This design comes from an exercise in tuning for small area, a short achievable clock period and few clock cycles on the open sky130 flow, not from production work.
RTL that was checked went through simulation tests only; none was proved equivalent to the original.
Power is estimated from default activity; no workload was simulated.

run a:
==> module cpu_core, before the edit <==
module cpu_core (
    output      logic   hlt_o,           
    output      logic   mem_write_o,     
    output      logic   mem_store_o,     
    output      addr_t  mem_waddr_o,     
    output      byte_t  mem_wdata_o,     
    input  wire logic   wr_fwd_i,        
    input  wire addr_t  wr_addr_i,       
    input  wire byte_t  wr_data_i,       
    output      logic [2:0] mem_addr_ev_o,   
    input  wire byte_t  mem_data_ev_i,
    output      logic [2:0] mem_addr_od_o,   
    input  wire byte_t  mem_data_od_i,
    output      addr_t  mem_eaddr_o,     
    input  wire byte_t  mem_edata_i,
    output      logic   out_strobe_o,    
    output      byte_t  out_value_o,     
    input  wire logic   reset_i,
    input  wire logic   clk_en_i,
    input  wire logic   clk
);
addr_t      q;                           
byte_t      ir0;                         
byte_t      ir1;                         
logic       ctl0;                        
logic       pass0;                       
addr_t      darg;                        
byte_t      a;                           
logic       cf;                          
logic       o_rdy;                       
byte_t      out_hold;                    
logic       out_old;                     
function automatic logic is_ctl(input logic [3:0] op);
    is_ctl = (op == NOP) || (op == JMP) || (op == JC) || (op == JZ) ||
           (op == NOP_9) || (op == NOP_A) || (op == NOP_B) || (op == NOP_C) || (op == NOP_D);
endfunction
function automatic logic is_pass(input logic [3:0] op);
    is_pass = is_ctl(op) || (op == OUT);
endfunction
function automatic logic is_nop(input logic [3:0] op);
    is_nop = (op == NOP) || (op == NOP_9) || (op == NOP_A) || (op == NOP_B) || (op == NOP_C) || (op == NOP_D);
endfunction
function automatic logic [8:0] add8(input logic [7:0] x, input logic [7:0] y, input logic ci);
    logic [8:0] g, p, gn, pn;
    logic [8:0] c;
    g = {x & y, ci};
    p = {x ^ y, 1'b0};
    for (int d = 1; d < 9; d = d * 2) begin
        gn = g;
        pn = p;
        for (int i = d; i < 9; i++) begin
            gn[i] = g[i] | (p[i] & g[i-d]);
            pn[i] = p[i] & p[i-d];
        end
        g = gn;
        p = pn;
    end
    c = g;
    add8 = {c[8], (x ^ y) ^ c[7:0]};
endfunction
op_t        op0, op1, dop;
addr_t      arg0, arg1;
logic       run;
logic       zf;
logic       tk0, tk1;
logic       ctl1;
logic       fold1;
logic       exec0, exec1;
logic       dval;
logic       halt_e;
addr_t      nq, nq1;
logic       fwd0, fwd1;
byte_t      f0, f1;
logic       sub;
logic [8:0] alu;
always_comb op0     = op_t'(ir0[7:4]);
always_comb op1     = op_t'(ir1[7:4]);
always_comb arg0    = ir0[3:0];
always_comb arg1    = ir1[3:0];
always_comb run     = clk_en_i && !hlt_o;
always_comb zf      = (a == 8'h00);
always_comb ctl1    = is_ctl(op1);
always_comb dop     = pass0 ? op1 : op0;
always_comb tk0     = (op0 == JMP) || (op0 == JC && cf) || (op0 == JZ && zf);
always_comb tk1     = (op1 == JMP) || (op1 == JC && cf) ||
                      (op1 == JZ && ((op0 == LDI) ? (arg0 == 4'h0) : zf));
always_comb begin
    case (op0)
        OUT:     fold1 = (op1 != OUT);
        STA:     fold1 = ctl1 || op1 == HLT || op1 == OUT;
        LDI:     fold1 = ctl1 || op1 == HLT || op1 == OUT;
        LDA:     fold1 = is_nop(op1) || op1 == JMP || op1 == JC || op1 == HLT || op1 == OUT;
        default: fold1 = is_nop(op1) || op1 == JMP || op1 == HLT || op1 == OUT;   
    endcase
    if (op0 == STA && arg0 == q + 4'h1) begin
        fold1 = 1'b0;                    
    end
end
always_comb begin
    exec0   = 1'b0;                      
    exec1   = 1'b0;                      
    halt_e  = 1'b0;
    nq      = q + 4'h1;
    nq1     = q + 4'h2;
    if (ctl0 && tk0) begin
        nq      = arg0;
        nq1     = arg0 + 4'h1;
    end else if (op0 == HLT) begin
        halt_e  = 1'b1;
    end else begin
        exec0   = !ctl0;
        if (ctl0 || fold1) begin
            exec1   = 1'b1;
            halt_e  = (op1 == HLT);
            if (ctl1 && tk1) begin
                nq      = arg1;
                nq1     = arg1 + 4'h1;
            end else begin
                nq      = q + 4'h2;
                nq1     = q + 4'h3;
            end
        end
    end
    if (reset_i) begin
        nq      = 4'h0;
        nq1     = 4'h1;
    end else if (!run) begin
        nq      = q;
        nq1     = q + 4'h1;
    end
end
always_comb fwd0    = wr_fwd_i && (run || reset_i) && wr_addr_i == nq;
always_comb fwd1    = wr_fwd_i && (run || reset_i) && wr_addr_i == nq1;
always_comb dval    = pass0 ? exec1 : exec0;
always_comb f0      = fwd0 ? wr_data_i : (nq[0] ? mem_data_od_i : mem_data_ev_i);
always_comb f1      = fwd1 ? wr_data_i : (nq[0] ? mem_data_ev_i : mem_data_od_i);
always_comb sub     = (dop == SUB);
always_comb alu     = add8(a, mem_edata_i ^ {8{sub}}, sub);
always_comb mem_addr_ev_o = nq1[3:1];
always_comb mem_addr_od_o = nq[3:1];
always_comb mem_eaddr_o  = darg;
always_comb mem_store_o  = dval && (dop == STA);
always_comb mem_write_o  = run && mem_store_o;
always_comb mem_waddr_o  = darg;
always_comb mem_wdata_o  = a;
always_comb out_strobe_o = o_rdy;
always_comb out_value_o  = out_old ? out_hold : a;
always_ff @(posedge clk) begin
    out_hold <= a;
end
always_ff @(posedge clk) begin
    q       <= nq;
    ir0     <= f0;
    ir1     <= f1;
    ctl0    <= is_ctl(f0[7:4]);
    pass0   <= is_pass(f0[7:4]);
    darg    <= is_pass(f0[7:4]) ? f1[3:0] : f0[3:0];
end
always_ff @(posedge clk) begin
    if (reset_i) begin
        a       <= '0;
        cf      <= 1'b0;
        o_rdy   <= 1'b0;
        out_old <= 1'b0;
        hlt_o   <= 1'b0;
    end else begin
        o_rdy   <= 1'b0;
        if (run) begin
            if (dval) begin
                case (dop)
                    LDA:    a        <= mem_edata_i;
                    ADD, SUB: begin
                        a       <= alu[7:0];
                        cf      <= alu[8] ^ sub;
                    end
                    LDI:    a        <= {4'h0, darg};
                    default: ;
                endcase
            end
            out_old <= exec0 && op0 == OUT;
            if ((exec0 && op0 == OUT) || (exec1 && op1 == OUT)) begin
                o_rdy   <= 1'b1;
            end
            if (halt_e || f0[7:4] == HLT || (is_nop(f0[7:4]) && f1[7:4] == HLT)) begin
                hlt_o   <= 1'b1;
            end
        end
    end
end
endmodule
Settings: LEC_CHECK=0, ABC_AREA=1, CAP_MARGIN=20, CORE_MARGIN=2, CORE_UTILIZATION=40, CTS_BUF_LIST=sky130_fd_sc_hd__clkbuf_4 sky130_fd_sc_hd__clkbuf_8, SETUP_SLACK_MARGIN=2.9, SLEW_MARGIN=20; clock period 7.0 ns.
run.sh (not shown) runs the stock make flow with config.mk's settings and CLKGATE_MAP_FILE= SYNTH_SCRIPT=/design/flow/synth_recipe.tcl, a recipe that flattens the netlist after the stock synthesis.
Testbench counts of run a, summed over its fixed seeds: cycles 10,980.
The following lists how run b was set up differently from run a:
diff --git a/flow/design.v b/flow/design.v
--- a/flow/design.v
+++ b/flow/design.v
@@ -50,6 +50,7 @@
 byte_t      ir1;                         
 logic       ctl0;                        
 logic       pass0;                       
+logic       self0;                       
 addr_t      darg;                        
 byte_t      a;                           
 logic       cf;                          
@@ -98,6 +99,7 @@
 logic       fwd0, fwd1;
 byte_t      f0, f1;
 logic       sub;
+byte_t      ax;
 logic [8:0] alu;
 always_comb op0     = op_t'(ir0[7:4]);
 always_comb op1     = op_t'(ir1[7:4]);
@@ -118,7 +120,7 @@
         LDA:     fold1 = is_nop(op1) || op1 == JMP || op1 == JC || op1 == HLT || op1 == OUT;
         default: fold1 = is_nop(op1) || op1 == JMP || op1 == HLT || op1 == OUT;   
     endcase
-    if (op0 == STA && arg0 == q + 4'h1) begin
+    if (self0) begin
         fold1 = 1'b0;                    
     end
 end
@@ -161,7 +163,8 @@
 always_comb f0      = fwd0 ? wr_data_i : (nq[0] ? mem_data_od_i : mem_data_ev_i);
 always_comb f1      = fwd1 ? wr_data_i : (nq[0] ? mem_data_ev_i : mem_data_od_i);
 always_comb sub     = (dop == SUB);
-always_comb alu     = add8(a, mem_edata_i ^ {8{sub}}, sub);
+always_comb ax      = a ^ {8{sub}};
+always_comb alu     = add8(ax, mem_edata_i, 1'b0);
 always_comb mem_addr_ev_o = nq1[3:1];
 always_comb mem_addr_od_o = nq[3:1];
 always_comb mem_eaddr_o  = darg;
@@ -181,6 +184,7 @@
     ctl0    <= is_ctl(f0[7:4]);
     pass0   <= is_pass(f0[7:4]);
     darg    <= is_pass(f0[7:4]) ? f1[3:0] : f0[3:0];
+    self0   <= (f0[7:4] == STA) && (f0[3:0] == nq1);
 end
 always_ff @(posedge clk) begin
     if (reset_i) begin
@@ -196,8 +200,8 @@
                 case (dop)
                     LDA:    a        <= mem_edata_i;
                     ADD, SUB: begin
-                        a       <= alu[7:0];
-                        cf      <= alu[8] ^ sub;
+                        a       <= alu[7:0] ^ {8{sub}};
+                        cf      <= alu[8];
                     end
                     LDI:    a        <= {4'h0, darg};
                     default: ;
--- outcome ---
- Count of flip-flops and latches grows slightly when moving from run a to run b.
- Across run b and run a, the outcome is the same: a clean finish for every run.
- In the flow results for run b and run a, the design area is larger on run b.
- End point of the critical path: core.darg[0] -> run a, core.a[7] -> run b
- | post-cts sizing count | lower: run a |
- Re logic gate share of total power: run b is 0.7 points up on run a.
- Compared to run a, run b has global-route usage 2.0 points higher.
- Compared with run a, run b degrades worst slew slack as a fraction of its limit.
- When run b is measured against run a, its power turns out 6.1% higher.
Function not checked in run b: the RTL went through the layout flow alone.

[afterwards: timing with drivers on the ports]
The results above use ideal ports. As a check the final layouts listed here were re-extracted and re-timed, cells and wires unchanged. Step 1, drivers: a clkbuf_16 drives clk and a buf_2 each remaining input, both assumed. Step 2 adds t to the input delays and takes it off the output delays; t is the mean of the earliest and latest rising clock arrival at the registers after step 1. Input paths then give back, and output paths get back, about the clock's delay inside the block. Three values: ideal ports, drivers, drivers and shift; two values: the first two.
run | shift t [ns] | slack for setup (ns) | hold slack, ns | worst setup path at the end | worst slew at a driven data input, ns
run a | 0.524 | 3.081 / 3.096 / 2.572 | 0.391 / 0.391 / 0.391 | input to register | 0.04
run b | 0.526 | 3.020 / 3.020 / 2.728 | 0.400 / 0.400 / 0.400 | input to register | 0.04
After both steps setup and hold are still met in every run listed. For run a, which loses most, drivers alone change the setup slack by +0.015 ns; drivers and shift together by -0.509 ns.
